What follows belongs to an exercise in optimizing a design on an open flow for small area and a short achievable clock period; a production flow would make more cautious choices.
Function was checked by simulation only, so behaviour that the tests miss may differ from the original.
No activity file was given, so power comes from the tool's default toggle rates.

**flow/flow/run.sh**
```bash
#!/bin/bash
set -euo pipefail
bash standard.sh "BUFFER_PORTS_ARGS=-buffer_cell sky130_fd_sc_hd__buf_2" finish > standard_flow.log 2>&1
```
**flow/standard.sh**
```bash
#!/bin/bash
# synth_recipe.tcl (not shown) runs the flow's synth.tcl, then flattens the netlist and writes it again
# the make line also repeats each setting of config.mk as NAME=value (left out here)
make -C /OpenROAD-flow-scripts/flow DESIGN_CONFIG=/design/flow/config.mk WORK_HOME=/design/flow/orfs CLKGATE_MAP_FILE= SYNTH_SCRIPT=/design/flow/synth_recipe.tcl "${@:-finish}"
```
**flow/config.mk**
```make
export PLATFORM = sky130hd
export DESIGN_NAME = CoreLeon
export DESIGN_NICKNAME = CoreLeon
export VERILOG_FILES = /design/flow/design.v
export SDC_FILE = /design/flow/constraint.sdc
export NUM_CORES = 4
export LEC_CHECK = 0
export CAP_MARGIN = 20
export CORE_MARGIN = 2
export CORE_UTILIZATION = 40
export CTS_BUF_LIST = sky130_fd_sc_hd__clkbuf_16
export CTS_CLUSTER_DIAMETER = 80
export CTS_CLUSTER_SIZE = 20
export SETUP_SLACK_MARGIN = 5
export SLEW_MARGIN = 20
export SYNTH_HIERARCHICAL = 1
```
**flow/constraint.sdc**
```tcl
create_clock -name core_clock -period 13.0 [get_ports {clk}]
set_input_delay 2.6000 -clock core_clock [delete_from_list [all_inputs] [get_ports {clk}]]
set_output_delay 2.6000 -clock core_clock [all_outputs]
set_load 0.01 [all_outputs]
```
**flow/design.v**
```verilog
module ALU (
  input [3:0] ALUCtrl,  
  input sub,            
  input [31:0] in1,
  input [31:0] in2,
  output reg [31:0] ALUout,
  output [31:0] ADDERout,
  output reg branch
);
  function [31:0] flip32;
    input [31:0] x;
    integer k;
    for (k = 0; k < 32; k = k + 1) flip32[k] = x[31-k];
  endfunction
  wire [2:0] f = ALUCtrl[2:0];
  wire esp_fun = ALUCtrl[3];
  wire [4:0] shamt = in2[4:0];
  wire [31:0] shift_in = f[2] ? in1 : flip32(in1);
  wire [31:0] shift_out = $signed({esp_fun & in1[31], shift_in}) >>> shamt;
  wire [32:0] sum = {1'b0, in1} + {1'b0, in2 ^ {32{sub}}} + {32'b0, sub};
  assign ADDERout = sum[31:0];
  wire LTU = ~sum[32];
  wire LT  = (in1[31] ^ in2[31]) ? in1[31] : LTU;
  wire EQ  = (in1 == in2);
  always @(*)
    case (f)
      3'd0: ALUout = sum[31:0];
      3'd1: ALUout = flip32(shift_out);
      3'd2: ALUout = {31'b0, LT};
      3'd3: ALUout = {31'b0, LTU};
      3'd4: ALUout = in1 ^ in2;
      3'd5: ALUout = shift_out;
      3'd6: ALUout = in1 | in2;
      default: ALUout = in1 & in2;
    endcase
  always @(*)
    case (f)
      3'd0: branch = EQ;
      3'd1: branch = ~EQ;
      3'd4: branch = LT;
      3'd5: branch = ~LT;
      3'd6: branch = LTU;
      3'd7: branch = ~LTU;
      default: branch = 1'b0;
    endcase
endmodule
module registros (
  input clk,
  input rst,
  input wr_ena,
  input [4:0] readReg1,
  input [4:0] dbgReg,
  input dbgValid,
  input [3:0] dbgHi,
  input [4:0] readReg2,
  output [31:0] reg1,
  output [31:0] reg2,
  input [4:0] wr_reg,
  input [31:0] wr_data
);
  wire [31:0] R [1:31];
  wire [31:0] sel1;
  wire [31:1] sel2;
  wire [31:0] wd_r = rst ? 32'b0 : wr_data;
  wire useDbg = dbgValid & (dbgHi == 4'h1);
  assign sel1[0] = wr_ena & (useDbg ? (wr_reg == dbgReg) : (wr_reg == readReg1));
  genvar g, b;
  generate for (g = 1; g < 32; g = g + 1) begin : rf
    reg [31:0] q;
    wire wr = wr_ena && wr_reg == g;
    always @(posedge clk)
      if (rst || wr) q <= wd_r;
    assign R[g] = q;
    rf_sel s1 (.a(dbgReg == g), .b(readReg1 == g), .aValid(dbgValid), .aHi(dbgHi), .off(wr), .s(sel1[g]));
    assign sel2[g] = (readReg2 == g);
  end endgenerate
  generate for (b = 0; b < 32; b = b + 1) begin : rd
    wire [31:0] col;
    assign col[0] = wr_data[b];
    for (g = 1; g < 32; g = g + 1) begin : c
      assign col[g] = R[g][b];
    end
    rf_rdbit p1 (.d(col), .s(sel1), .o(reg1[b]));
    rf_rdbit2 p2 (.d(col[31:1]), .s(sel2), .o(reg2[b]));
  end endgenerate
endmodule
module rf_rdbit (
  input [31:0] d,
  input [31:0] s,
  output o
);
  assign o = |(d & s);
endmodule
module rf_rdbit2 (
  input [31:1] d,
  input [31:1] s,
  output o
);
  assign o = |(d & s);
endmodule
module rf_sel (
  input a,
  input b,
  input aValid,
  input [3:0] aHi,
  input off,
  output s
);
  wire useA = aValid & (aHi == 4'h1);
  assign s = ~off & (useA ? a : b);
endmodule
module StoretoMEM ( 
  input [1:0] addr_LSB,  
  input [31:0] data,  
  input memWrite,  
  input [1:0] data_width,  
  output [31:0] wr_datatoMem,
  output [3:0] mask_data
); 
  wire [3:0] mask;
  assign mask_data = {4{memWrite}} & mask; 
  wire [1:0] LSB = data_width[1]? 2'b0 : addr_LSB;  
  assign  wr_datatoMem[ 7: 0] = data[7:0];
  assign  wr_datatoMem[15: 8] = LSB[0] ? data[7:0]  : data[15: 8];
  assign  wr_datatoMem[23:16] = LSB[1] ? data[7:0]  : data[23:16];
  assign  wr_datatoMem[31:24] = LSB[0] ? data[7:0]  :
                                LSB[1] ? data[15:8] : data[31:24];
  assign mask = (data_width[1])? 4'b1111   
              : (data_width[0])?
                  (addr_LSB[1]? 4'b1100 : 4'b0011)
              :   (addr_LSB[1]? (addr_LSB[0] ? 4'b1000 : 4'b0100) 
                              : (addr_LSB[0] ? 4'b0010 : 4'b0001));
endmodule
module LoadfromMEM( 
  input [1:0] addr_LSB,  
  input [31:0] data_mem,  
  input [1:0] data_width,  
  input sin_signo,  
  output [31:0] data_readed  
); 
  wire  [7:0] data_byte;
  wire [15:0] data_half;
  assign data_half = addr_LSB[1] ? data_mem[31:16] : data_mem[15:0];
  assign data_byte = addr_LSB[0] ? data_half[15:8] : data_half[7:0]; 
  wire signo_byte,signo_half;
  assign signo_byte = (sin_signo) ? 0 :  data_byte[7];
  assign signo_half = (sin_signo) ? 0 : data_half[15];
  assign data_readed = (data_width[1])? data_mem
                     : (data_width[0])? {{16{signo_half}},data_half}
                     : {{24{signo_byte}},data_byte};
endmodule
`default_nettype none
module CoreLeon (
  input rst,
  input clk,
  output error,
  output end_prog,
  input  InstrWait,
  output InstrValid,
  output InstrStall,
  output [31:0] InstrAddr,
  input  [31:0] InstrData,
  input  [31:0] mem_in,
  output [31:0] mem_out,
  output [31:0] mem_address,
  output [ 3:0] mem_mask,
  output        mem_read,
  output        mem_write,
  output        memStall,
  input         memWait,
  input [15:0]  dbg_address,
  input [31:0]  dbg_indata,
  output [31:0] dbg_outdata,
  input dbg_rd,
  input dbg_wr,
  input dbg_isvalid,
  output dbg_ready,
  input  dbg_haltreq,
  input  dbg_resumereq,
  output dbg_halted
);
  localparam [31:0] INIT_ADDRESS = 32'h0000_0000;
  localparam I_NOP = 32'h0000_0013;
  reg [63:0] cycle, instret;
  wire [31:0] dcsr;
  wire Stall_F, Stall_D, Stall_E, Stall_M, Stall_W;
  wire Flush_D, Flush_E, Flush_M;
  reg [31:0] pc;
  reg [31:0] FD_pc;
  reg FD_nop;
  assign InstrAddr  = pc;
  assign InstrValid = ~(D_Jump | DE_Jump);
  assign InstrStall = Stall_D;
  wire [31:0] F_pcMas4 = pc + 32'd4;
  always @(posedge clk) begin
    if (rst) begin
      pc     <= INIT_ADDRESS;
      FD_nop <= 1'b1;
    end else begin
      if (!Stall_F)
        pc <= E_JumpOrBranch ? E_JumpAddr : F_pcMas4;
      if (!Stall_D) begin
        FD_pc  <= pc;
        FD_nop <= Flush_D;
      end
    end
  end
  wire [31:0] FD_instr = FD_nop ? I_NOP : InstrData;
  wire [6:0] D_opcode = FD_instr[6:0];
  wire [4:0] D_rd     = FD_instr[11:7];
  wire [2:0] D_funct3 = FD_instr[14:12];
  wire [4:0] D_rs1    = FD_instr[19:15];
  wire [4:0] D_rs2    = FD_instr[24:20];
  wire [6:0] D_funct7 = FD_instr[31:25];
  wire D_funct3ZERO = (D_funct3 == 3'b0);
  wire D_isLOAD   = (D_opcode[6:2] == 5'b00_000);
  wire D_isALUimm = (D_opcode[6:2] == 5'b00_100);
  wire D_isSTORE  = (D_opcode[6:2] == 5'b01_000);
  wire D_isALUreg = (D_opcode[6:2] == 5'b01_100);
  wire D_isAUIPC  = {D_opcode[5],D_opcode[2]} == 2'b0_1;
  wire D_isLUI    = {D_opcode[5:4],D_opcode[2]} == 3'b11_1;
  wire D_isBRANCH = {D_opcode[6],D_opcode[4],D_opcode[2]} == 3'b1_0_0;
  wire D_isJALR   = {D_opcode[6], D_opcode[3:2]} == 3'b1_01;
  wire D_isJAL    =  D_opcode[3];
  wire D_isEBREAK = D_opcode[6] & D_opcode[4] & D_funct3ZERO & FD_instr[20];
  wire D_isCSR    = D_opcode[6] & D_opcode[4] & ~D_funct3ZERO;
  wire D_ALUFun  = D_opcode[4] | D_opcode[6];
  wire D_Jump    = D_opcode[2] & D_opcode[6];
  wire D_isUpper = D_opcode[2] & D_opcode[4];
  wire [31:0] D_Iimm = {{21{FD_instr[31]}}, FD_instr[30:20]};
  wire [31:0] D_Simm = {{21{FD_instr[31]}}, FD_instr[30:25], FD_instr[11:7]};
  wire [31:0] D_Bimm = {{20{FD_instr[31]}}, FD_instr[7], FD_instr[30:25], FD_instr[11:8], 1'b0};
  wire [31:0] D_Jimm = {{12{FD_instr[31]}}, FD_instr[19:12], FD_instr[20], FD_instr[30:21], 1'b0};
  wire [31:0] D_Uimm = {FD_instr[31:12], 12'b0};
  reg [31:0] D_imm;
  always @(*) begin
    if      (D_isUpper)  D_imm = D_Uimm;
    else if (D_isBRANCH) D_imm = D_Bimm;
    else if (D_isSTORE)  D_imm = D_Simm;
    else if (D_isJAL)    D_imm = D_Jimm;
    else                 D_imm = D_Iimm;
  end
  wire D_rdNoZero = |D_rd;
  reg D_RegWrite, D_ALUSrc2, D_funQual, D_error, D_rs1Read, D_rs2Read;
  always @(*) begin
    D_error = (D_opcode[1:0] != 2'b11) | (
               (D_opcode[6]  & ~D_opcode[5]) |
               (D_opcode[3]  & ~D_opcode[2]) |
               ((D_opcode[4] ~^ D_opcode[6]) & D_opcode[2]) |
               (D_opcode[4]  &  D_opcode[3]));
    D_rs1Read  = 1'b1;
    D_rs2Read  = 1'b0;
    D_RegWrite = D_rdNoZero;
    D_ALUSrc2  = 1'b0;
    D_funQual  = 1'b0;
    if (D_isLOAD) begin
      D_ALUSrc2 = 1'b1;
    end else if (D_isALUimm) begin
      D_ALUSrc2 = 1'b1;
      D_funQual = (D_funct3[1:0] == 2'b01) ? D_funct7[5] : 1'b0;
    end else if (D_isAUIPC) begin
      D_rs1Read = 1'b0;
    end else if (D_isSTORE) begin
      D_ALUSrc2  = 1'b1;
      D_RegWrite = 1'b0;
      D_rs2Read  = 1'b1;
    end else if (D_isALUreg) begin
      D_funQual = D_funct7[5];
      D_rs2Read = 1'b1;
    end else if (D_isLUI) begin
      D_rs1Read = 1'b0;
    end else if (D_isBRANCH) begin
      D_RegWrite = 1'b0;
      D_rs2Read  = 1'b1;
    end else if (D_isJALR) begin
      D_ALUSrc2 = 1'b1;
    end else if (D_isJAL) begin
      D_rs1Read = 1'b0;
      D_ALUSrc2 = 1'b1;
    end else if (D_isEBREAK) begin
      D_RegWrite = 1'b0;
      D_rs2Read  = 1'b1;
    end else if (D_isCSR) begin
      D_rs2Read = 1'b1;
    end
  end
  wire [2:0] D_fun = D_ALUFun ? D_funct3 : 3'b0;
  wire D_sub = D_isBRANCH |
               (~D_isJALR & ((D_fun == 3'd2) | (D_fun == 3'd3) | ((D_fun == 3'd0) & D_funQual)));
  wire [31:0] D_rs1Data, E_rfrs2, Wb_rdData;
  wire [4:0] Wb_rd;
  wire Wb_RegWrite;
  registros reg32(
    .clk(clk), .rst(rst),
    .wr_ena(Wb_RegWrite),
    .readReg1(D_rs1), .dbgReg(dbg_address[4:0]), .dbgValid(dbg_isvalid_q), .dbgHi(dbg_address[15:12]),
    .readReg2(DE_rs2),
    .reg1(D_rs1Data), .reg2(E_rfrs2),
    .wr_reg(Wb_rd), .wr_data(Wb_rdData));
  wire D_rs1_eq_DE_rd = (D_rs1 == DE_rd);
  wire D_rs2_eq_DE_rd = (D_rs2 == DE_rd);
  wire D_E_M_fwd_rs1 = DE_RegWrite && D_rs1_eq_DE_rd;
  wire D_E_M_fwd_rs2 = DE_RegWrite && D_rs2_eq_DE_rd;
  wire D_E_W_fwd_rs1 = EM_RegWrite && (D_rs1 == EM_rd);
  wire D_E_W_fwd_rs2 = EM_RegWrite && (D_rs2 == EM_rd);
  wire [31:0] D_target = (D_isLUI ? 32'b0 : FD_pc) + D_imm;
  wire [11:0] D_imm12 = D_imm[11:0];
  reg [31:0] DE_rs1Data, DE_target;
  reg [4:0] DE_rs2;
  reg [11:0] DE_imm;
  reg [4:0] DE_rd;
  reg [2:0] DE_funct3, DE_fun;
  reg DE_nop, DE_MemWrite, DE_RegWrite, DE_MemRead,
      DE_ALUSrc2, DE_isJALR, DE_Jump, DE_isBRANCH, DE_isEBREAK,
      DE_isCSR, DE_error, DE_LUI, DE_AUIPC, DE_funQual, DE_sub,
      DE_M_fwd_rs1, DE_M_fwd_rs2, DE_W_fwd_rs1, DE_W_fwd_rs2;
  wire DE_kill = Flush_E | FD_nop;
  always @(posedge clk) begin
    if (rst) begin
      DE_nop      <= 1'b1;
      DE_MemWrite <= 1'b0;
      DE_MemRead  <= 1'b0;
      DE_RegWrite <= 1'b0;
      DE_isJALR   <= 1'b0;
      DE_Jump     <= 1'b0;
      DE_isBRANCH <= 1'b0;
      DE_isCSR    <= 1'b0;
      DE_isEBREAK <= 1'b0;
      DE_error    <= 1'b0;
      DE_AUIPC    <= 1'b0;
      DE_LUI      <= 1'b0;
    end else if (!Stall_E) begin
      DE_rs1Data <= D_rs1Data;
      DE_rs2     <= D_rs2;
      DE_imm     <= D_imm12;
      DE_target  <= D_target;
      DE_rd      <= D_rd;
      DE_funct3  <= D_funct3;
      DE_fun     <= D_fun;
      DE_funQual <= D_funQual;
      DE_sub     <= D_sub;
      DE_ALUSrc2 <= D_ALUSrc2;
      DE_M_fwd_rs1 <= D_E_M_fwd_rs1;
      DE_M_fwd_rs2 <= D_E_M_fwd_rs2;
      DE_W_fwd_rs1 <= D_E_W_fwd_rs1;
      DE_W_fwd_rs2 <= D_E_W_fwd_rs2;
      DE_nop      <= DE_kill;
      DE_MemWrite <= ~DE_kill & D_isSTORE;
      DE_MemRead  <= ~DE_kill & D_isLOAD;
      DE_RegWrite <= ~DE_kill & D_RegWrite;
      DE_isJALR   <= ~DE_kill & D_isJALR;
      DE_Jump     <= ~DE_kill & D_Jump;
      DE_isBRANCH <= ~DE_kill & D_isBRANCH;
      DE_isCSR    <= ~DE_kill & D_isCSR;
      DE_isEBREAK <= ~DE_kill & D_isEBREAK;
      DE_error    <= ~DE_kill & D_error;
      DE_AUIPC    <= ~DE_kill & D_isAUIPC;
      DE_LUI      <= ~DE_kill & D_isLUI;
    end
  end
  wire [31:0] E_rs1Data = DE_M_fwd_rs1 ? EM_resultado :
                          DE_W_fwd_rs1 ? Wb_rdData    : DE_rs1Data;
  wire [31:0] E_rs2Data = DE_M_fwd_rs2 ? EM_resultado :
                          DE_W_fwd_rs2 ? Wb_rdData    : E_rfrs2;
  wire [31:0] E_ALUin2 = DE_ALUSrc2 ? {{20{DE_imm[11]}}, DE_imm} : E_rs2Data;
  wire [31:0] E_ADDERout, E_ALUout;
  wire E_TakeBranch;
  ALU alu(
    .ALUCtrl({DE_funQual, DE_fun}),
    .sub(DE_sub),
    .in1(E_rs1Data),
    .in2(E_ALUin2),
    .ALUout(E_ALUout),
    .ADDERout(E_ADDERout),
    .branch(E_TakeBranch));
  wire [31:0] E_JumpAddr = DE_isJALR ? E_ADDERout : DE_target;
  wire E_JumpOrBranch = DE_Jump | (DE_isBRANCH & E_TakeBranch);
  assign end_prog = DE_isEBREAK;
  assign error = DE_error;
  reg [31:0] EM_resultado, EM_rs2Data;
  reg [4:0] EM_csrsel;
  reg [4:0]  EM_rd;
  reg [2:0]  EM_funct3;
  reg EM_nop, EM_MemRead, EM_MemWrite, EM_RegWrite, EM_isCSR;
  wire EM_kill = Flush_M | DE_nop;
  always @(posedge clk) begin
    if (rst) begin
      EM_nop      <= 1'b1;
      EM_MemRead  <= 1'b0;
      EM_MemWrite <= 1'b0;
      EM_isCSR    <= 1'b0;
      EM_RegWrite <= 1'b0;
    end else if (!Stall_M) begin
      EM_resultado <= DE_Jump  ? FD_pc     :
                      (DE_AUIPC | DE_LUI) ? DE_target :
                                 E_ALUout;
      EM_rs2Data  <= E_rs2Data;
      EM_csrsel   <= csr_dec(DE_imm);
      EM_rd       <= DE_rd;
      EM_funct3   <= DE_funct3;
      EM_nop      <= EM_kill;
      EM_MemRead  <= ~EM_kill & DE_MemRead;
      EM_MemWrite <= ~EM_kill & DE_MemWrite;
      EM_isCSR    <= ~EM_kill & DE_isCSR;
      EM_RegWrite <= ~EM_kill & DE_RegWrite;
    end
  end
  function [4:0] csr_dec;
    input [11:0] a;
    reg u, lo01, lo2;
    begin
      u    = (a[11:8] == 4'hC);
      lo01 = (a[3:1] == 3'b000);
      lo2  = (a[3:0] == 4'd2);
      csr_dec = {(a[11:5] == 7'b0111101) & a[4] & (a[3:0] == 4'd0),
                 u & a[7] & lo2, u & a[7] & lo01, u & ~a[7] & lo2, u & ~a[7] & lo01};
    end
  endfunction
  wire [4:0] M_sel = dbg_sel_PIPCSR ? csr_dec(dbg_address[11:0]) : EM_csrsel;
  wire M_selcycle    = M_sel[0];
  wire M_selinstret  = M_sel[1];
  wire M_selcycleh   = M_sel[2];
  wire M_selinstreth = M_sel[3];
  wire M_seldcsr     = M_sel[4];
  wire [31:0] M_CSRData = (M_selcycle    ? cycle[31:0]    : 32'b0) |
                          (M_selinstret  ? instret[31:0]  : 32'b0) |
                          (M_selcycleh   ? cycle[63:32]   : 32'b0) |
                          (M_selinstreth ? instret[63:32] : 32'b0) |
                          (M_seldcsr     ? dcsr           : 32'b0);
  wire [31:0] M_address = EM_resultado;
  StoretoMEM store (
    .addr_LSB(M_address[1:0]),
    .memWrite(EM_MemWrite),
    .data_width(EM_funct3[1:0]),
    .data(EM_rs2Data),
    .wr_datatoMem(mem_out),
    .mask_data(mem_mask));
  assign mem_address = {M_address[31:2], 2'b00};
  assign mem_read    = EM_MemRead;
  assign mem_write   = EM_MemWrite;
  assign memStall    = Stall_W;
  reg [31:0] MW_resultado;
  reg [ 4:0] MW_rd;
  reg [ 2:0] MW_funct3;
  reg [ 1:0] MW_address_LSB;
  reg MW_nop, MW_MemRead, MW_RegWrite;
  always @(posedge clk) begin
    if (rst) begin
      MW_nop      <= 1'b1;
      MW_MemRead  <= 1'b0;
      MW_RegWrite <= 1'b0;
    end else if (!Stall_W) begin
      MW_address_LSB <= M_address[1:0];
      MW_resultado   <= EM_isCSR ? M_CSRData : EM_resultado;
      MW_funct3      <= EM_funct3;
      MW_rd          <= EM_rd;
      MW_nop         <= EM_nop;
      MW_MemRead     <= ~EM_nop & EM_MemRead;
      MW_RegWrite    <= ~EM_nop & EM_RegWrite;
    end
  end
  wire [31:0] Wb_MemoryData;
  LoadfromMEM load (
    .addr_LSB(MW_address_LSB),
    .data_width(MW_funct3[1:0]),
    .sin_signo(MW_funct3[2]),
    .data_mem(mem_in),
    .data_readed(Wb_MemoryData));
  assign Wb_RegWrite = MW_RegWrite;
  assign Wb_rd = MW_rd;
  assign Wb_rdData = MW_MemRead ? Wb_MemoryData : MW_resultado;
  wire rs1Hazard  = D_rs1Read & D_rs1_eq_DE_rd;
  wire rs2Hazard  = D_rs2Read & D_rs2_eq_DE_rd;
  wire loadHazard = (DE_MemRead | DE_isCSR) & (rs1Hazard | rs2Hazard);
  wire Stall_CPU = InstrWait | memWait | dbg_mode;
  wire err_ebreak = (DE_isEBREAK & ~dbg_byOneStep) | DE_error;
  assign Flush_D = E_JumpOrBranch;
  assign Flush_E = E_JumpOrBranch | loadHazard;
  assign Flush_M = err_ebreak;
  assign Stall_F = Stall_CPU | err_ebreak | loadHazard;
  assign Stall_D = Stall_F;
  assign Stall_E = Stall_CPU | err_ebreak;
  assign Stall_M = Stall_CPU;
  assign Stall_W = Stall_CPU;
  always @(posedge clk) begin
    if (rst) begin
      cycle   <= 64'b0;
      instret <= 64'b0;
    end else begin
      if (~dbg_mode)
        cycle <= cycle + 64'd1;
      if (~(MW_nop | Stall_CPU))
        instret <= instret + 64'd1;
    end
  end
  assign dcsr = {4'b1111, 12'b0, dbg_ebreakm, 3'b0, 1'b0, 2'b11, dbg_cause, 3'b0, dbg_step, 2'b11};
  reg dbg_mode, dbg_resumeack;
  reg dbg_step, dbg_ebreakm;
  reg [2:0] dbg_cause;
  reg dbg_isvalid_q;
  wire dbg_byEbreak     = D_isEBREAK & dbg_ebreakm;
  wire dbg_byOneStep    = dbg_resumeack & dbg_step;
  wire dbg_Actdbgmode   = (dbg_haltreq | dbg_byEbreak | dbg_byOneStep) & ~(InstrWait | memWait);
  wire dbg_deActdbgmode = dbg_resumereq & dbg_mode;
  always @(posedge clk) begin
    if (rst) begin
      dbg_mode <= 1'b0;
      dbg_resumeack <= 1'b0;
    end else begin
      dbg_resumeack <= dbg_deActdbgmode;
      if (dbg_deActdbgmode)    dbg_mode <= 1'b0;
      else if (dbg_Actdbgmode) dbg_mode <= 1'b1;
    end
  end
  always @(posedge clk)
    dbg_isvalid_q <= dbg_isvalid & dbg_mode;
  wire dbg_hi0 = (dbg_address[15:13] == 3'b000);
  wire dbg_sel_CSR = dbg_isvalid_q & dbg_hi0 & ~dbg_address[12];
  wire dbg_sel_REG = dbg_isvalid_q & dbg_hi0 &  dbg_address[12];
  wire dbg_sel_PIP = dbg_isvalid_q & (dbg_address[15:12] == 4'hC);
  wire dbg_sel_PIPCSR = dbg_sel_CSR | dbg_sel_PIP;
  wire wr_dcsr = dbg_wr & dbg_isvalid_q & ~dbg_sel_PIP & M_seldcsr;
  assign dbg_outdata = ({32{dbg_hi0 & dbg_address[12]}} & D_rs1Data) |
                       ({32{dbg_hi0 & ~dbg_address[12]}} & M_CSRData);
  assign dbg_ready   = dbg_isvalid_q;
  assign dbg_halted  = dbg_mode;
  always @(posedge clk) begin
    if (rst) begin
      dbg_step <= 1'b0; dbg_ebreakm <= 1'b1; dbg_cause <= 3'd0;
    end else begin
      if (wr_dcsr) begin
        dbg_step    <= dbg_indata[2];
        dbg_ebreakm <= dbg_indata[15];
      end
      if (dbg_haltreq)        dbg_cause <= 3'd3;
      else if (dbg_byEbreak)  dbg_cause <= 3'd1;
      else if (dbg_byOneStep) dbg_cause <= 3'd4;
    end
  end
endmodule
`default_nettype wire
```
==> results of run 1 <==
[registers in the layout (all words and copies together) (netlist names), 2 cells and up]
| name | count |
|---|---|
| reg32.rf.q | 992 |
| cycle | 64 |
| instret | 64 |
| DE_rs1Data | 32 |
| DE_target | 32 |
| EM_resultado | 32 |
| EM_rs2Data | 32 |
| FD_pc | 32 |
| MW_resultado | 32 |
| pc | 32 |
| DE_imm | 12 |
| DE_rd | 5 |
| DE_rs2 | 5 |
| EM_csrsel | 5 |
| EM_rd | 5 |
| MW_rd | 5 |
| DE_fun | 3 |
| DE_funct3 | 3 |
| EM_funct3 | 3 |
| MW_funct3 | 3 |
| dbg_cause | 3 |
| MW_address_LSB | 2 |
[worst max-delay path, delay by kind of cell]
| kind | cells | cell delay (ns) |
|---|---|---|
| AOI/OAI and AO/OA | 2 | 0.60 |
| muxes | 2 | 0.84 |
| and+or+nand+nor | 4 | 1.15 |
| buffers and inverters | 3 | 0.63 |
[kinds of logic (layout without fill, tap and decap cells)]
group                      Yosys count  in the layout  synth area share (%)
buffers and inverters              470            879                 2.815
muxes                              280            280                 4.633
DFF                               1431           1431                 54.79
xor gates and xnor gates           210            210                 2.473
and+or+nand+nor                   1961           1961                 14.00
adders and majority gates          133            133                 2.240
other                                1             25              0.005002
AOI/OAI and AO/OA                 1983           1983                 19.04
[cell type report]
class	instances	area (µm²)
fillers	16993	99720
flip-flops and latches	1431	41090
multi-input cells	4569	33460
repair buffers	567	4781
well taps	2480	3103
clock buffers	97	2427
inverters	170	668.1
clock inverters	45	523.0
diodes	23	57.56
[Yosys cell counts, drive strengths merged (43+ instances only)]
master,instances
mux4,43
nor2,418
and3,44
nor3,84
buf,121
mux2i,165
nand2,502
edfxtp,1242
inv,169
a21oi,217
nand2b,98
and2,63
clkbuf,179
mux2,72
a222oi,52
dfxtp,189
nand4,247
a31oi,45
a22o,72
xor2,133
nor4,51
xnor2,77
nand3,160
nor2b,73
ha,131
a22oi,919
or4,68
o21ai,344
a21o,44
[report_power, final]
part / internal [mW] / switching, mW
clock network: 1.45 / 1.72
registers: 5.21 / 0.140
logic: 0.336 / 0.861
total: 7.00 / 2.72
[Yosys stat by module (local to each module, per instance)]
module,area [µm²],cells inside,times used,flops+latches
LoadfromMEM,852.1,141,1,0
rf_sel,47.55,5,31,0
rf_rdbit2,153.9,20,32,0
ALU,7207,985,1,0
rf_rdbit,157.7,21,32,0
StoretoMEM,504.2,69,1,0
registros,31300,1287,1,992
CoreLeon,23670,2520,1,439
[final timing paths]
path                       to  slack, ns  cells after the start
max           dbg_outdata[11]       4.55                     11
min              MW_funct3[2]       0.43                      0
max reg2reg  EM_resultado[27]       4.99                     21
min reg2reg      MW_funct3[2]       0.43                      0
[what timing repair did]
action | 4_1_cts | 5_1_grt
pin swaps | 69 | 72
setup endpoints to repair | 94 | 84
setup buffers | 77 | 17
gates resized for setup | 296 | 136
gates cloned | 9 | 3
[through the flow]
step | util, % | cells
floorplan | - | 6470
global placement | 43.15 | 9111
detailed placement | 43.15 | 9111
CTS | 45.89 | 9339
global route | 46.31 | 9366
finish | 46.34 | 9382
[per-layer routing]
metal / global-route usage (%) / part of all wire [%] / vias up
li1: - / - / 26366
met1: 42.11 / 34 / 31840
met2: 53.33 / 43 / 5109
met3: 14.30 / 14 / 1335
met4: 24.93 / 8.5 / 34
met5: 0 / 0.12 / -
==> impl_metrics.json, run 1 <==
{
  "status": "timing/DRC/antenna clean",
  "synth_enable_flop_cells": 1242,
  "maxCapViolCount": 0,
  "crit_slowest_cell": "or4_4",
  "r2r-start": "DE_rs2[4]",
  "crit_start": "mem_in[23]",
  "fin_crit_ns": 8.445,
  "cts.clk_slew.worst_paths_ns": 0.08,
  "setup_violations": 0,
  "end_kind": "primary output",
  "worst-path-max-fanout": 5,
  "cts_root_buffer": "clkbuf_16",
  "drive_gt1_share_pct": 18.10,
  "timing.hold.ws_ns": 0.4277,
  "setup_tns_ns": 0,
  "wl_per_cell_um": 37.82,
  "slowest_delay_ns": 0.67,
  "clockBufferDepth": 3,
  "core_area_mm2": 0.1858,
  "leakage_nw": 30.33,
  "final_common_cell": "edfxtp_1",
  "ys_top_cells_by_area": "edfxtp_1 (50%), a22oi_1 (8.9%), dfxtp_1 (5.0%)",
  "dpl_cell_area_mm2": 0.08019,
  "dp_slack_ns": 3.180,
  "synthFlopType": "edfxtp_1",
  "hp-class": "reg -> reg",
  "post-dp-hpwl_um": 224200,
  "cp.arrival_ns": 5.85,
  "slew_headroom_pct": 13.93,
  "design_power_total_mw": 9.719,
  "first_pass_iters": 10,
  "path_cells": "buf_12 > mux4_2 > nand2_4 > nand4_1 > mux2i_4 > clkinvlp_4 > a22oi_2 > nand4_1 > or4_4 > a22o_4 > buf_6",
  "final-hold-violation-count": 0,
  "crit_required_ns": 10.40,
  "cts_hold_buffers": 0,
  "gp_congestion": 1.026,
  "worst_clock_skew_ns": 0.05414,
  "synthDistinctLibCells": 107,
  "grt_max_degree": 116,
  "fin_ws_ns": 4.555,
  "drt-initial-drc-count": 11014,
  "fin_area_mm2": 0.08610,
  "track_usage_pct": 35.79,
  "grt_pass1_wl_um": 478400,
  "syn_to_final_growth_pct": 14.85,
  "cts_tree": "done",
  "htreeDepth": 3,
  "fin_crit_sh_pct": 64.96,
  "die_h_um": 436.9,
  "cellPowerDensity_mw_per_mm2": 112.9,
  "synth_cells": 6469,
  "critPathLaunchType": "input pin",
  "clkLatencyLatePin_ns": 0.80,
  "ys_ff_latch": 1431,
  "grt.overflow.total": 0,
  "final_nets": 7087,
  "drc_errors": 0,
  "drt_wl_total_um": 354800,
  "port_buffers": 228,
  "synth-async-reset-ratio_pct": 0,
  "yosysWarnings": 9,
  "max_freq_mhz": 118.4,
  "worstHoldStart": "EM_funct3[2]",
  "viasPerCell": 6.894,
  "ant_nets": 0,
  "final_cell_mix": "edfxtp_1 (1242), a22oi_1 (816), nand2_1 (496)",
  "antenna_found_initial": 39,
  "yosysSeqAreaShare_pct": 54.79,
  "maxSlewViolCount": 0,
  "synth_area_per_cell_um2": 11.59,
  "start_util_pct": 40.35,
  "dieArea_mm2": 0.1909,
  "cts_buffers": 94,
  "vias": 64684,
  "synth_area_mm2": 0.07497,
  "io_pins": 262,
  "num_rows": 158,
  "clkSinkCount": 1431,
  "die-width_um": 436.9,
  "grt_pass1_vias": 60773,
  "rsz0062_at_grt": "yes",
  "synth.top_cell.area_share_pct": 49.75,
  "worstMarginPinSlew_ns": 1.278,
  "peakVddDrop_mv": 0.1064,
  "crit_top_cell": "nand4_1",
  "criticalPathCategory": "in -> out",
  "yosysTopAreaCell": "edfxtp_1"
}
==> run 2, diff against run 1 <==
--- a/flow/config.mk
+++ b/flow/config.mk
@@ -9,8 +9,8 @@
 export CORE_MARGIN = 2
 export CORE_UTILIZATION = 40
 export CTS_BUF_LIST = sky130_fd_sc_hd__clkbuf_16
-export CTS_CLUSTER_DIAMETER = 80
-export CTS_CLUSTER_SIZE = 20
+export CTS_CLUSTER_DIAMETER = 95
+export CTS_CLUSTER_SIZE = 24
 export SETUP_SLACK_MARGIN = 5
 export SLEW_MARGIN = 20
 export SYNTH_HIERARCHICAL = 1
==> impl_metrics.json, run 2 <==
{
  "core_area_mm2": 0.1858,
  "hp-class": "reg -> reg",
  "start_util_pct": 40.35,
  "wl_per_cell_um": 38.18,
  "synth.top_cell.area_share_pct": 49.75,
  "synth_common_cells": "edfxtp_1 (1242), a22oi_1 (886), nand2_1 (501)",
  "design_power_total_mw": 9.475,
  "critPathLaunchType": "input pin",
  "seq_power_share_pct": 56.5,
  "io_pins": 262,
  "yosysTopAreaCell": "edfxtp_1",
  "track_usage_pct": 36.04,
  "criticalPathCategory": "in -> out",
  "clockBufferDepth": 3,
  "fin_area_mm2": 0.08635,
  "drt-initial-drc-count": 11480,
  "first_pass_iters": 12,
  "worst_clock_skew_ns": 0.07781,
  "post-dp-hpwl_um": 224200,
  "clkSinkCount": 1431,
  "final_cell_mix": "edfxtp_1 (1242), a22oi_1 (799), nand2_1 (496)",
  "max_freq_mhz": 120.8,
  "slew_headroom_pct": 11.59,
  "synthFlopType": "edfxtp_1",
  "synth_area_mm2": 0.07497,
  "dpl_cell_area_mm2": 0.08019,
  "status": "timing/DRC/antenna clean",
  "final_common_cell": "edfxtp_1",
  "drive_gt1_share_pct": 18.71,
  "crit_required_ns": 10.40,
  "ys_top_cells_by_area": "edfxtp_1 (50%), a22oi_1 (8.9%), dfxtp_1 (5.0%)",
  "yosysSeqAreaShare_pct": 54.79,
  "final_nets": 7110,
  "final-hold-violation-count": 0,
  "worstMarginPinSlew_ns": 1.312,
  "grt_max_degree": 116,
  "grt_pass1_wl_um": 481000,
  "hold_depth": 0,
  "p_int_mw": 6.782,
  "rsz0062_at_grt": "yes",
  "maxSlewViolCount": 0,
  "ant_nets": 0,
  "combPwrFrac_pct": 12.8,
  "cp.arrival_ns": 5.68,
  "drt_wl_total_um": 358600,
  "syn_to_final_growth_pct": 15.18,
  "cts_buffers": 79,
  "cts_root_buffer": "clkbuf_16",
  "synth_area_per_cell_um2": 11.59,
  "netSwitchingPower_mw": 2.693,
  "reg_top3": "reg32.rf.q: 992 flops, cycle: 64 flops, instret: 64 flops",
  "die-width_um": 436.9,
  "port_buffers": 228,
  "gp_congestion": 1.026,
  "htreeDepth": 3,
  "num_rows": 158,
  "synth-async-reset-ratio_pct": 0,
  "dp_slack_ns": 3.180,
  "viasPerCell": 6.921,
  "maxCapViolCount": 0,
  "drc_errors": 0,
  "vias": 65004,
  "synthDistinctLibCells": 107,
  "antenna_found_initial": 31,
  "leakage_nw": 30.38,
  "cts_tree": "done",
  "synth_cells": 6469,
  "setup_violations": 0,
  "cellPowerDensity_mw_per_mm2": 109.7,
  "ys_ff_latch": 1431,
  "dieArea_mm2": 0.1909,
  "die_h_um": 436.9,
  "fin_crit_sh_pct": 63.70,
  "largest_register": "reg32.rf.q",
  "power.share.clock_pct": 30.7,
  "synth_enable_flop_cells": 1242,
  "largest_reg_flops": 992,
  "fin_crit_ns": 8.281,
  "yosysWarnings": 9,
  "post-synth-top-count-cell": "edfxtp_1",
  "timing.hold.ws_ns": 0.4310,
  "clkLatencyLatePin_ns": 0.79,
  "netSwitchingFraction_pct": 28.42,
  "grt.overflow.total": 0,
  "grt_pass1_vias": 60595,
  "fin_ws_ns": 4.719,
  "cts.clk_slew.worst_paths_ns": 0.09,
  "r2r.worst_path.cells": 24,
  "setup_tns_ns": 0,
  "end_kind": "primary output",
  "peakVddDrop_mv": 0.1025,
  "worst-path-max-fanout": 6
}
==> run 2: final cells by class <==
cell class	count	area, µm²
Sequential cell	1431	41090
Clock inverter	38	505.5
Antenna cell	18	45.04
Clock buffer	81	2027
Fill cell	16902	99480
Inverter	170	674.4
Multi-Input combinational cell	4571	33650
Timing Repair Buffer	603	5263
Tap cell	2480	3103
==> run 2: power groups by stage <==
stage | clock network (mW) | logic (mW) | registers [mW]
3_5_place_dp | 0 | 1.07 | 5.44
6_report | 2.91 | 1.21 | 5.35
3_3_place_gp | 0 | 1.07 | 5.43
2_1_floorplan | 0 | 0.571 | 5.38
4_1_cts | 2.91 | 1.13 | 5.33
5_1_grt | 3.06 | 1.24 | 5.36
==> run 2: per-stage QoR <==
stage                     util (%)  instances
after floorplan                  -       6470
after global placement       43.15       9111
after detailed placement     43.15       9111
after CTS                    45.78       9320
after global routing         46.45       9379
final                        46.47       9392
==> run 2: final timing paths <==
kind | startpoint | end | slack, ns
worst max-delay path | mem_in[23] | dbg_outdata[12] | 4.72
worst min-delay path | EM_funct3[2] | MW_funct3[2] | 0.43
worst max register to register | DE_rs2[4] | EM_resultado[8] | 4.88
worst min register to register | EM_funct3[2] | MW_funct3[2] | 0.43
==> run 2: kinds of logic after synthesis <==
kind of cell	synth area share, %
xor gates and xnor gates	2.473
other	0.005002
DFF	54.79
buffers and inverters	2.815
and+or+nand+nor	14.00
adders and majority gates	2.240
AOI/OAI and AO/OA	19.04
muxes	4.633
==> run 2: repair_timing <==
item | in CTS | in global routing
resized for setup | 321 | 180
setup endpoints to repair | 94 | 84
setup buffers | 74 | 49
hold endpoints to repair | 0 | 0
gates cloned | 16 | 5
hold buffers | 0 | 0
pin swaps | 81 | 83
==> run 2: per-module statistics from Yosys (local to each module, per instance) <==
| module | times used | flip-flops and latches | cell area (µm²) |
|---|---|---|---|
| rf_sel | 31 | 0 | 47.55 |
| rf_rdbit2 | 32 | 0 | 153.9 |
| StoretoMEM | 1 | 0 | 504.2 |
| CoreLeon | 1 | 439 | 23670 |
| LoadfromMEM | 1 | 0 | 852.1 |
| ALU | 1 | 0 | 7207 |
| registros | 1 | 992 | 31300 |
| rf_rdbit | 32 | 0 | 157.7 |
==> run 2: metal layers <==
metal / vias to the layer above / GRT usage (%) / routed length, µm
li1: 26390 / - / -
met2: 5433 / 53.62 / 153200
met4: 30 / 25.91 / 31270
met3: 1335 / 14.09 / 52440
met5: - / 0 / 185
met1: 31816 / 42.37 / 121600
==> run 2: worst max-delay path, stage by stage <==
cell        delay (ns)
buf_12            0.12
mux4_2            0.48
nand2_4           0.14
nand4_1           0.22
mux2i_4           0.38
clkinvlp_4        0.16
buf_6             0.17
a22oi_2           0.17
nand4_1           0.10
or4_4             0.68
a22o_4            0.33
buf_6             0.12
==> run 3, diff against run 2 <==
==> flow/run.sh (new file) <==
#!/bin/bash
# synth_recipe.tcl (not shown) runs the flow's synth.tcl, then flattens the netlist and writes it again
# the make line also repeats each setting of config.mk as NAME=value (left out here)
make -C /OpenROAD-flow-scripts/flow DESIGN_CONFIG=/design/flow/config.mk WORK_HOME=/design/flow/orfs CLKGATE_MAP_FILE= SYNTH_SCRIPT=/design/flow/synth_recipe.tcl finish
removed: flow/flow/run.sh
removed: flow/standard.sh
==> impl_metrics.json, run 3 <==
{
  "status": "timing/DRC/antenna clean",
  "synth.top_cell.area_share_pct": 49.75,
  "core_area_mm2": 0.1858,
  "peakVddDrop_mv": 0.09248,
  "crit_required_ns": 13.40,
  "synth_common_cells": "edfxtp_1 (1242), a22oi_1 (886), nand2_1 (501)",
  "ys_top_cells_by_area": "edfxtp_1 (50%), a22oi_1 (8.9%), dfxtp_1 (5.0%)",
  "clockBufferDepth": 3,
  "fin_crit_ns": 8.158,
  "drt_wl_total_um": 363600,
  "drt-initial-drc-count": 12105,
  "num_rows": 158,
  "critPathLaunchType": "register",
  "slew_headroom_pct": 13.55,
  "setup_tns_ns": 0,
  "design_power_total_mw": 9.368,
  "worstMarginPinSlew_ns": 1.283,
  "post-dp-hpwl_um": 225200,
  "synth_cells": 6469,
  "io_pins": 262,
  "cts_root_buffer": "clkbuf_16",
  "final_common_cell": "edfxtp_1",
  "drc_errors": 0,
  "first_pass_iters": 10,
  "grt_pass1_wl_um": 488600,
  "ys_ff_latch": 1431,
  "cts.clk_slew.worst_paths_ns": 0.11,
  "largest_reg_flops": 992,
  "viasPerCell": 7.014,
  "synth_enable_flop_cells": 1242,
  "cts_buffers": 76,
  "vias": 66118,
  "final-hold-violation-count": 0,
  "wl_per_cell_um": 38.57,
  "met3_length_um": 53210,
  "syn_to_final_growth_pct": 17.52,
  "start_util_pct": 40.35,
  "wirelength_met1_um": 124100,
  "max_freq_mhz": 122.6,
  "antenna_found_initial": 32,
  "clkSinkCount": 1431,
  "htreeDepth": 3,
  "gp_congestion": 1.058,
  "port_buffers": 228,
  "fin_crit_sh_pct": 62.76,
  "die_h_um": 436.9,
  "track_usage_pct": 36.48,
  "synth-async-reset-ratio_pct": 0,
  "grt_pass1_vias": 61528,
  "post-synth-top-count-cell": "edfxtp_1",
  "yosysWarnings": 9,
  "fin_ws_ns": 4.842,
  "path_cells": "or3_1 > nor2_4 > buf_4 > a22oi_1 > nand4_1 > or4_1 > o21ai_0 > o21ai_1 > mux2_2 > xor2_1 > ha_1 > inv_1 > nor2_1 > and3_1 > o2111ai_4 > a31oi_1 > nor2_1 > xnor2_1 > a221o_1 > mux2i_1 > o21ai_0",
  "worst_clock_skew_ns": 0.04688,
  "drive_gt1_share_pct": 17.20,
  "reg_top3": "reg32.rf.q: 992 flops, cycle: 64 flops, instret: 64 flops",
  "cp.arrival_ns": 8.56,
  "synth_area_mm2": 0.07497,
  "final_nets": 7150,
  "ant_nets": 0,
  "final_cell_mix": "edfxtp_1 (1242), a22oi_1 (779), nand2_1 (495)",
  "slowest_delay_ns": 0.85,
  "hp-class": "reg -> reg",
  "rsz0062_at_grt": "yes",
  "clkLatencyLatePin_ns": 0.79,
  "cts_tree": "done",
  "dr_wl_met2_um": 153400,
  "die-width_um": 436.9,
  "synth_area_per_cell_um2": 11.59,
  "largest_register": "reg32.rf.q",
  "leakage_nw": 30.69,
  "synthDistinctLibCells": 107,
  "worst-path-max-fanout": 19,
  "dieArea_mm2": 0.1909,
  "cts_hold_buffers": 0,
  "top_layer": "met5",
  "maxCapViolCount": 0,
  "maxSlewViolCount": 0,
  "grt.overflow.total": 0,
  "criticalPathCategory": "reg -> reg",
  "setup_violations": 0,
  "timing.hold.ws_ns": 0.4225,
  "end_kind": "register",
  "yosysTopAreaCell": "edfxtp_1",
  "cellPowerDensity_mw_per_mm2": 106.3,
  "grt_max_degree": 84,
  "yosysSeqAreaShare_pct": 54.79,
  "dp_slack_ns": 2.156,
  "crit_slowest_cell": "o21ai_0",
  "synthFlopType": "edfxtp_1"
}
-- run 3: cell counts after synthesis --
No cell type changed its count.
-- run 3: where the power goes --
part	internal (mW)	switching, mW	total, mW
registers	5.21	0.142	5.35
clock network	1.13	1.64	2.77
logic	0.374	0.876	1.25
-- run 3: area by class of cell --
class                   instances  area, µm²
flip-flops and latches       1431      41090
clock buffers                  76       1902
multi-input cells            4572      33880
well taps                    2480       3103
inverters                     170      669.4
repair buffers                645       7019
fillers                     16712      97720
diodes                         14      35.03
clock inverters                38      410.4
-- run 3: per-layer routing --
layer / vias up / global-route usage (%)
li1: 26479 / -
met1: 32604 / 43.83
met2: 5645 / 53.68
met3: 1364 / 13.38
met4: 26 / 26.35
met5: - / 0.7308
-- run 3: critical path, delay by kind of cell (launching register included) --
kind	cells	cell delay, ns
AND/OR/NAND/NOR	7	2.63
AO/OA/AOI/OAI	7	2.58
buffers and inverters	2	0.63
flip-flops	1	0.62
XOR/XNOR	2	0.49
multiplexers	2	0.46
adder cells (fa/ha/maj)	1	0.34
-- run 3: final timing paths --
check / start / end / slack [ns] / cells after the start
worst max-delay path: DE_rs2[4] / EM_resultado[30] / 4.84 / 21
worst min-delay path: DE_funct3[2] / EM_funct3[2] / 0.42 / 0
worst max register to register: DE_rs2[4] / EM_resultado[30] / 4.84 / 21
worst min register to register: DE_funct3[2] / EM_funct3[2] / 0.42 / 0
-- run 3: timing repair --
item | CTS | global route
cloned | 20 | 5
pin swaps | 110 | 101
buffers inserted | 138 | 32
setup endpoints to repair | 103 | 90
resized for setup | 653 | 163
-- run 3: cell families after synthesis --
group | after synthesis | synth area share, %
mux | 280 | 4.633
fa+ha+maj | 133 | 2.240
other cells | 1 | 0.005002
simple gates | 1961 | 14.00
buf+inv | 470 | 2.815
xor+xnor | 210 | 2.473
flops | 1431 | 54.79
compound gates | 1983 | 19.04
-- run 3: modules after synthesis, one instance, submodules excluded --
module | cells | cell area [µm²] | flip-flops and latches | times used
rf_rdbit | 21 | 157.7 | 0 | 32
rf_rdbit2 | 20 | 153.9 | 0 | 32
CoreLeon | 2520 | 23670 | 439 | 1
StoretoMEM | 69 | 504.2 | 0 | 1
registros | 1287 | 31300 | 992 | 1
LoadfromMEM | 141 | 852.1 | 0 | 1
ALU | 985 | 7207 | 0 | 1
rf_sel | 5 | 47.55 | 0 | 31
-- run 3: metrics by stage --
| step | area [µm²] | std cells | util (%) |
|---|---|---|---|
| after floorplan | 75020 | 6470 | - |
| after global placement | 81240 | 9100 | 43.72 |
| after detailed placement | 81280 | 9102 | 43.74 |
| after CTS | 87100 | 9374 | 46.87 |
| after global routing | 88090 | 9420 | 47.40 |
| final | 88110 | 9426 | 47.41 |
==> run 4, diff against run 3 <==
==> flow/flow/run.sh (new file) <==
#!/bin/bash
set -euo pipefail
bash standard.sh SETUP_SLACK_MARGIN=6.2 "BUFFER_PORTS_ARGS=-buffer_cell sky130_fd_sc_hd__buf_2" finish > standard_flow.log 2>&1
==> flow/standard.sh (new file) <==
#!/bin/bash
# synth_recipe.tcl (not shown) runs the flow's synth.tcl, then flattens the netlist and writes it again
# the make line also repeats each setting of config.mk as NAME=value (left out here)
make -C /OpenROAD-flow-scripts/flow DESIGN_CONFIG=/design/flow/config.mk WORK_HOME=/design/flow/orfs CLKGATE_MAP_FILE= SYNTH_SCRIPT=/design/flow/synth_recipe.tcl "${@:-finish}"
--- a/flow/config.mk
+++ b/flow/config.mk
@@ -8,9 +8,6 @@
 export CAP_MARGIN = 20
 export CORE_MARGIN = 2
 export CORE_UTILIZATION = 40
-export CTS_BUF_LIST = sky130_fd_sc_hd__clkbuf_16
-export CTS_CLUSTER_DIAMETER = 95
-export CTS_CLUSTER_SIZE = 24
 export SETUP_SLACK_MARGIN = 5
 export SLEW_MARGIN = 20
 export SYNTH_HIERARCHICAL = 1
removed: flow/run.sh
==> impl_metrics.json, run 4 <==
{
  "post-dp-hpwl_um": 224800,
  "fin_crit_sh_pct": 63.65,
  "synth.top_cell.area_share_pct": 49.75,
  "synth_area_mm2": 0.07497,
  "port_buffers": 228,
  "die_h_um": 436.9,
  "first_pass_iters": 9,
  "vias": 67332,
  "largest_register": "reg32.rf.q",
  "criticalPathCategory": "in -> out",
  "timing.hold.ws_ns": 0.4303,
  "viasPerCell": 6.995,
  "status": "timing/DRC/antenna clean",
  "antenna_found_initial": 25,
  "setup_violations": 0,
  "die-width_um": 436.9,
  "fin_area_mm2": 0.09110,
  "largest_reg_flops": 992,
  "maxSlewViolCount": 0,
  "yosysTopAreaCell": "edfxtp_1",
  "worst-path-max-fanout": 7,
  "cellPowerDensity_mw_per_mm2": 123.1,
  "wirelength_met1_um": 124000,
  "dieArea_mm2": 0.1909,
  "io_pins": 262,
  "grt_pass1_vias": 62409,
  "worstMarginPinSlew_ns": 1.252,
  "htreeDepth": 4,
  "crit_required_ns": 10.40,
  "ys_ff_latch": 1431,
  "synth_cells": 6469,
  "end_kind": "primary output",
  "clockBufferDepth": 3,
  "cts_buffers": 155,
  "max_freq_mhz": 120.9,
  "yosysWarnings": 9,
  "drt-initial-drc-count": 12090,
  "gp_congestion": 1.021,
  "grt_max_degree": 195,
  "setup_tns_ns": 0,
  "core_area_mm2": 0.1858,
  "final-hold-violation-count": 0,
  "synth_area_per_cell_um2": 11.59,
  "drt_wl_total_um": 375000,
  "grt.overflow.total": 0,
  "syn_to_final_growth_pct": 21.51,
  "cts_root_buffer": "clkbuf_16",
  "met3_length_um": 55470,
  "num_rows": 158,
  "track_usage_pct": 37.45,
  "slew_headroom_pct": 15.76,
  "maxCapViolCount": 0,
  "critPathLaunchType": "input pin",
  "synth_enable_flop_cells": 1242,
  "cp.arrival_ns": 5.67,
  "reg_top3": "reg32.rf.q: 992 flops, cycle: 64 flops, instret: 64 flops",
  "cts_tree": "done",
  "final_nets": 7259,
  "post-synth-top-count-cell": "edfxtp_1",
  "grt_pass1_wl_um": 497500,
  "drc_errors": 0,
  "clkLatencyLatePin_ns": 0.86,
  "hp-class": "reg -> reg",
  "ant_nets": 0,
  "cts_hold_buffers": 0,
  "synthDistinctLibCells": 107,
  "synthFlopType": "edfxtp_1",
  "leakage_nw": 32.39,
  "yosysSeqAreaShare_pct": 54.79,
  "dr_wl_met2_um": 158900,
  "top_layer": "met5",
  "fin_crit_ns": 8.274,
  "wl_per_cell_um": 38.96,
  "synth-async-reset-ratio_pct": 0,
  "final_cell_mix": "edfxtp_1 (1242), a22oi_1 (803), nand2_1 (490)",
  "worst_clock_skew_ns": 0.07593,
  "clkSinkCount": 1431,
  "peakVddDrop_mv": 0.1228,
  "final_common_cell": "edfxtp_1",
  "dpl_cell_area_mm2": 0.08041,
  "ys_top_cells_by_area": "edfxtp_1 (50%), a22oi_1 (8.9%), dfxtp_1 (5.0%)",
  "design_power_total_mw": 11.21,
  "start_util_pct": 40.35,
  "rsz0062_at_grt": "yes",
  "synth_common_cells": "edfxtp_1 (1242), a22oi_1 (886), nand2_1 (501)",
  "cts.clk_slew.worst_paths_ns": 0.06,
  "drive_gt1_share_pct": 22.46
}
-- run 4: cell counts after synthesis --
No cell type changed its count.
-- run 4: critical path, cell delays in order --
cell     delay [ns]
buf_8          0.10
mux4_2         0.49
nand2_4        0.12
nand4_1        0.23
mux2i_4        0.29
inv_1          0.26
a22oi_1        0.30
nand4_1        0.13
or4_4          0.58
a22o_1         0.37
buf_2          0.18
-- run 4: area by class of cell --
class / count / area (µm²)
inverter: 170 / 671.9
fill: 16417 / 94730
antenna: 12 / 30.03
tap: 2480 / 3103
clock inverter: 89 / 950.9
sequential: 1431 / 41090
multi-input combinational: 4576 / 34630
clock buffer: 197 / 4195
timing repair buffer: 671 / 6434
-- run 4: cells by family (layout without fill, tap and decap cells) --
family / Yosys count / after routing / share of synthesized area (%)
compound gates: 1983 / 1986 / 19.04
simple gates: 1961 / 1961 / 14.00
flops: 1431 / 1431 / 54.79
buf+inv: 470 / 1127 / 2.815
mux: 280 / 284 / 4.633
xor+xnor: 210 / 210 / 2.473
fa+ha+maj: 133 / 133 / 2.240
other cells: 1 / 14 / 0.005002
-- run 4: final timing paths --
| path | startpoint | endpoint | slack, ns | cells past startpoint |
|---|---|---|---|---|
| worst max-delay path | mem_in[31] | dbg_outdata[10] | 4.73 | 11 |
| worst max register to register | DE_rs2[1] | pc[17] | 5.69 | 25 |
| worst min register to register | EM_funct3[2] | MW_funct3[2] | 0.43 | 0 |
| worst min-delay path | EM_funct3[2] | MW_funct3[2] | 0.43 | 0 |
-- run 4: layer usage --
metal | vias to the layer above | track usage (%)
li1 | 26834 | -
met2 | 5826 | 55.28
met1 | 32953 | 43.15
met4 | 24 | 28.74
met3 | 1695 | 15.47
met5 | - | 0
-- run 4: power by group --
part	total, mW	switching (mW)	internal (mW)
Sequential	5.36	0.144	5.22
Combinational	1.32	0.914	0.405
Clock	4.53	1.99	2.55
-- run 4: what timing repair did --
item	CTS	global route
setup buffers	110	66
pin swaps	85	120
gates resized for setup	440	286
endpoints found under the setup margin	110	109
gates cloned	34	9
hold endpoints to repair	0	0
-- run 4: Yosys stat by module, one instance, submodules excluded --
module	cells	flip-flops and latches	area [µm²]	copies in the design
rf_rdbit2	20	0	153.9	32
CoreLeon	2520	439	23670	1
LoadfromMEM	141	0	852.1	1
StoretoMEM	69	0	504.2	1
rf_sel	5	0	47.55	31
rf_rdbit	21	0	157.7	32
ALU	985	0	7207	1
registros	1287	992	31300	1
-- run 4: stage by stage --
| step | util [%] | setup slack (ns) | cells |
|---|---|---|---|
| after global routing | 49.01 | 4.750 | 9616 |
| final | 49.02 | 4.726 | 9626 |
| after global placement | 43.27 | 3.516 | 9109 |
| after CTS | 47.97 | 4.794 | 9539 |
| after detailed placement | 43.27 | 3.504 | 9109 |
| after floorplan | - | 5.005 | 6470 |

[what the ideal ports hide]
In the flow no input, the clock included, has a driving cell. The finished layouts below were timed again as built, in two steps. Step 1 sets driving cells, clkbuf_16 on the clock port and buf_2 on the other inputs (assumed; they add their load-dependent delay and slew). Step 2 times the ports against the registers' clock, not the clock port: input delays grow and output delays shrink by t, the midpoint of the rising clock arrivals with the driver on. Slacks: ideal ports / drivers / drivers and shift; pairs: ideal ports / drivers.
run | shift t [ns] | setup WS [ns] | worst register clock-pin slew, ns | pins driven straight from the clock port
run 1 | 0.863 | 4.555 / 4.446 / 4.239 | 0.09 / 0.09 | 1
run 2 | 0.840 | 4.719 / 4.604 / 4.133 | 0.11 / 0.11 | 1
run 3 | 0.837 | 4.842 / 4.770 / 4.236 | 0.11 / 0.11 | 1
run 4 | 0.904 | 4.726 / 4.650 / 4.650 | 0.07 / 0.07 | 1
After both steps setup and hold are still met in every run listed. The setup slack of run 3, which loses most, moves by -0.072 ns with the drivers and by -0.606 ns with both steps.
